Source: an optimization exercise on an open RTL-to-GDS flow (aim: small area, a short achievable clock period and few clock cycles per item). Production flows keep margins and buffers that such runs may drop.

==> flow/design.v <==
module calculator(
    input  wire        clk,
    input  wire        rst_n,
    input  wire        start,
    input  wire [1:0]  op,
    input  wire [15:0] a,
    input  wire [15:0] b,
    output wire [15:0] result,
    output reg         overflow,
    output reg         done,
    output reg         error
);
reg  [15:0] X, Y, R;
reg  [4:0]  cnt;         
reg         is_mul, is_div, subtr, addsub;    
reg         sel_q;       
wire [16:0] A = {R, Y[15] & ~is_mul};
wire [17:0] T;
pfx_add #(.W(17)) u_add (.a(A), .b({subtr, X}), .ci(subtr), .s(T[16:0]), .co(T[17]));
wire        cy = T[17];                  
wire [15:0] v = {R[11:0], Y[15:12]};
wire [15:0] top_x;
genvar gi;
generate
    for (gi = 0; gi < 16; gi = gi + 1) begin : tx
        if (gi == 15) begin : t
            assign top_x[gi] = 1'b1;
        end else begin : n
            assign top_x[gi] = &X[15:gi+1];
        end
    end
endgenerate
wire cnt_ge4  = |cnt[4:2];
wire skip_mul = cnt_ge4 & is_mul & (Y[15:12] == 4'd0);
wire skip_div = cnt_ge4 & is_div & (R[15:12] == 4'd0) & ~|(v & top_x);
wire skip     = skip_mul | skip_div;
wire use_t = addsub | (is_mul & Y[15]) | (is_div & cy);
wire q     = is_div & cy;
wire [4:0] cnt_m1 = cnt - 5'd1;
wire [4:0] cnt_m4 = cnt - 5'd4;
wire last = skip ? (cnt == 5'd4) : (cnt == 5'd1);
wire busy = |cnt;
wire b_zero    = (b == 16'd0);
wire st_div    = (op == 2'b11);
wire st_addsub = ~op[1];
wire ov_as  = busy & addsub;
wire ov_m   = busy & is_mul;
wire a15    = R[14];
wire ov_next = (overflow & ~ov_as)
             | (ov_m & (R[15] | (skip_mul & |R[14:12])))
             | (ov_m & ~skip_mul & Y[15] & T[16])
             | (ov_as & (a15 == X[15]) & (T[15] ^ a15));
always @(posedge clk) begin
    is_mul <= (op == 2'b10);
    is_div <= (op == 2'b11);
    subtr  <= op[0];
    addsub <= ~op[1];
    if (start) begin
        X      <= op[0] ? ~b : b;
        Y      <= {st_addsub ? a[0] : a[15], a[14:0]};
        R      <= st_addsub ? {1'b0, a[15:1]} : 16'd0;
        error  <= st_div & b_zero;
        sel_q  <= st_div & ~b_zero;
        overflow <= 1'b0;
    end else begin
        if (skip) begin
            R <= {R[11:0], Y[15:12]};
            Y <= {Y[11:0], 4'd0};
        end else begin
            R <= use_t ? T[15:0] : {R[14:0], Y[15]};
            Y <= {Y[14:0], q};
        end
        overflow <= ov_next;
    end
end
always @(posedge clk or negedge rst_n) begin
    if (!rst_n) begin
        cnt  <= 5'd0;
        done <= 1'b0;
    end else if (start) begin
        cnt  <= (st_div & b_zero) ? 5'd0 : (st_addsub ? 5'd1 : 5'd16);
        done <= st_div & b_zero;
    end else begin
        cnt  <= ~busy ? 5'd0 : (skip ? cnt_m4 : cnt_m1);
        done <= busy & last;
    end
end
assign result = sel_q ? Y : R;
endmodule
module pfx_add #(parameter W = 16) (
    input  wire [W-1:0] a,
    input  wire [W-1:0] b,
    input  wire         ci,
    output wire [W-1:0] s,
    output wire         co
);
    wire [W:0] g [0:5];
    wire [W:0] p [0:5];
    assign g[0] = {a & b, ci};
    assign p[0] = {a ^ b, 1'b0};
    genvar l, i;
    generate
        for (l = 0; l < 5; l = l + 1) begin : lvl
            for (i = 0; i <= W; i = i + 1) begin : bt
                if (i >= (1 << l)) begin : mg
                    assign g[l+1][i] = g[l][i] | (p[l][i] & g[l][i - (1 << l)]);
                    assign p[l+1][i] = p[l][i] & p[l][i - (1 << l)];
                end else begin : cp
                    assign g[l+1][i] = g[l][i];
                    assign p[l+1][i] = p[l][i];
                end
            end
        end
    endgenerate
    assign s  = p[0][W:1] ^ g[5][W-1:0];
    assign co = g[5][W];
endmodule
==> flow/config.mk <==
export PLATFORM = sky130hd
export DESIGN_NAME = calculator
export DESIGN_NICKNAME = calculator
export VERILOG_FILES = /design/flow/design.v
export SDC_FILE = /design/flow/constraint.sdc
export NUM_CORES = 4
export LEC_CHECK = 0
export ABC_AREA = 1
export CAP_MARGIN = 20
export CORE_MARGIN = 2
export CORE_UTILIZATION = 50
export SETUP_SLACK_MARGIN = 1.6
export SLEW_MARGIN = 20
==> flow/constraint.sdc <==
create_clock -name core_clock -period 4.0 [get_ports {clk}]
set_input_delay 0.8000 -clock core_clock [delete_from_list [all_inputs] [get_ports {clk}]]
set_output_delay 0.8000 -clock core_clock [all_outputs]
set_load 0.01 [all_outputs]
standard.sh (not shown) runs the stock make flow with config.mk's settings and CLKGATE_MAP_FILE= SYNTH_SCRIPT=/design/flow/synth_recipe.tcl, a recipe that flattens the netlist after the stock synthesis.
==> flow/flow/run.sh <==
#!/bin/bash
# Own layout flow: the standard ORFS layout (standard.sh), with the port
# buffers that global placement inserts made plain buffers
# (sky130_fd_sc_hd__buf_1) instead of the delay cell buffer_ports picks by
# default. Every input and output port still gets its own buffer.
# Full tool output goes to flow.log in the work folder; ORFS's per-step logs
# stay under orfs/logs/.
set -euo pipefail
cd "$(dirname "$0")/.."
bash standard.sh "BUFFER_PORTS_ARGS=-buffer_cell sky130_fd_sc_hd__buf_1" finish > flow.log 2>&1
Change:
--- a/flow/design.v
+++ b/flow/design.v
@@ -12,8 +12,12 @@
 );
 reg  [15:0] X, Y, R;
 reg  [4:0]  cnt;         
-reg         is_mul, is_div, subtr, addsub;    
+reg  [1:0]  opr;         
 reg         sel_q;       
+wire is_mul = (opr == 2'b10);
+wire is_div = (opr == 2'b11);
+wire subtr  = opr[0];
+wire addsub = ~opr[1];
 wire [16:0] A = {R, Y[15] & ~is_mul};
 wire [17:0] T;
 pfx_add #(.W(17)) u_add (.a(A), .b({subtr, X}), .ci(subtr), .s(T[16:0]), .co(T[17]));
@@ -34,11 +38,12 @@
 wire skip_mul = cnt_ge4 & is_mul & (Y[15:12] == 4'd0);
 wire skip_div = cnt_ge4 & is_div & (R[15:12] == 4'd0) & ~|(v & top_x);
 wire skip     = skip_mul | skip_div;
+wire skip16   = is_div & (cnt == 5'd16) & ~|(Y & top_x);    
 wire use_t = addsub | (is_mul & Y[15]) | (is_div & cy);
 wire q     = is_div & cy;
 wire [4:0] cnt_m1 = cnt - 5'd1;
 wire [4:0] cnt_m4 = cnt - 5'd4;
-wire last = skip ? (cnt == 5'd4) : (cnt == 5'd1);
+wire last = skip16 | (skip ? (cnt == 5'd4) : (cnt == 5'd1));
 wire busy = |cnt;
 wire b_zero    = (b == 16'd0);
 wire st_div    = (op == 2'b11);
@@ -51,10 +56,7 @@
              | (ov_m & ~skip_mul & Y[15] & T[16])
              | (ov_as & (a15 == X[15]) & (T[15] ^ a15));
 always @(posedge clk) begin
-    is_mul <= (op == 2'b10);
-    is_div <= (op == 2'b11);
-    subtr  <= op[0];
-    addsub <= ~op[1];
+    opr <= op;
     if (start) begin
         X      <= op[0] ? ~b : b;
         Y      <= {st_addsub ? a[0] : a[15], a[14:0]};
@@ -65,10 +67,10 @@
     end else begin
         if (skip) begin
             R <= {R[11:0], Y[15:12]};
-            Y <= {Y[11:0], 4'd0};
+            Y <= {Y[11:0], 4'd0} & {16{~skip16}};
         end else begin
             R <= use_t ? T[15:0] : {R[14:0], Y[15]};
-            Y <= {Y[14:0], q};
+            Y <= {Y[14:0], q} & {16{~skip16}};
         end
         overflow <= ov_next;
     end
@@ -81,7 +83,7 @@
         cnt  <= (st_div & b_zero) ? 5'd0 : (st_addsub ? 5'd1 : 5'd16);
         done <= st_div & b_zero;
     end else begin
-        cnt  <= ~busy ? 5'd0 : (skip ? cnt_m4 : cnt_m1);
+        cnt  <= (~busy | skip16) ? 5'd0 : (skip ? cnt_m4 : cnt_m1);
         done <= busy & last;
     end
 end
Routed wire length is higher by 11%.
Worst hold slack got worse by 0.011 ns.
Design area is higher by 5.5%.
Global-route usage is higher by 2.2 points.
Sequential share of layout area is lower by 2.3 points.
Setup slack improved by 0.011 ns.
Register-to-register slack barely changes.
Function was not checked in any run of this note: the RTL went through the layout flow alone.

[separate check: timing with driven ports]
The flow's constraints put no driver on any port. The routed layouts listed below were extracted and timed again, unchanged, in two steps.
Step 1 sets driving cells, clkbuf_16 on the clock port and buf_2 on the other inputs (assumed; they add their load-dependent delay and slew).
Step 2, shift: input delay + t, output delay - t, t = (earliest + latest rising clock arrival at the registers) / 2. This alone moves slack from input paths to output paths.
Slacks: no drivers / after step 1 / after step 2; pairs: no drivers / after step 1.
run | t, ns | slack for setup (ns) | hold slack, ns | clock arrival spread, ns | worst register clock-pin slew, ns
the first run | 0.366 | 1.715 / 1.715 / 1.592 | 0.308 / 0.299 / 0.518 | 0.012 / 0.012 | 0.08 / 0.08
the second run | 0.382 | 1.726 / 1.726 / 1.726 | 0.297 / 0.283 / 0.515 | 0.008 / 0.009 | 0.08 / 0.08
After both steps setup and hold are still met in every run listed. For the first run, which loses most, drivers alone change the setup slack by 0.000 ns; drivers and shift together by -0.123 ns.
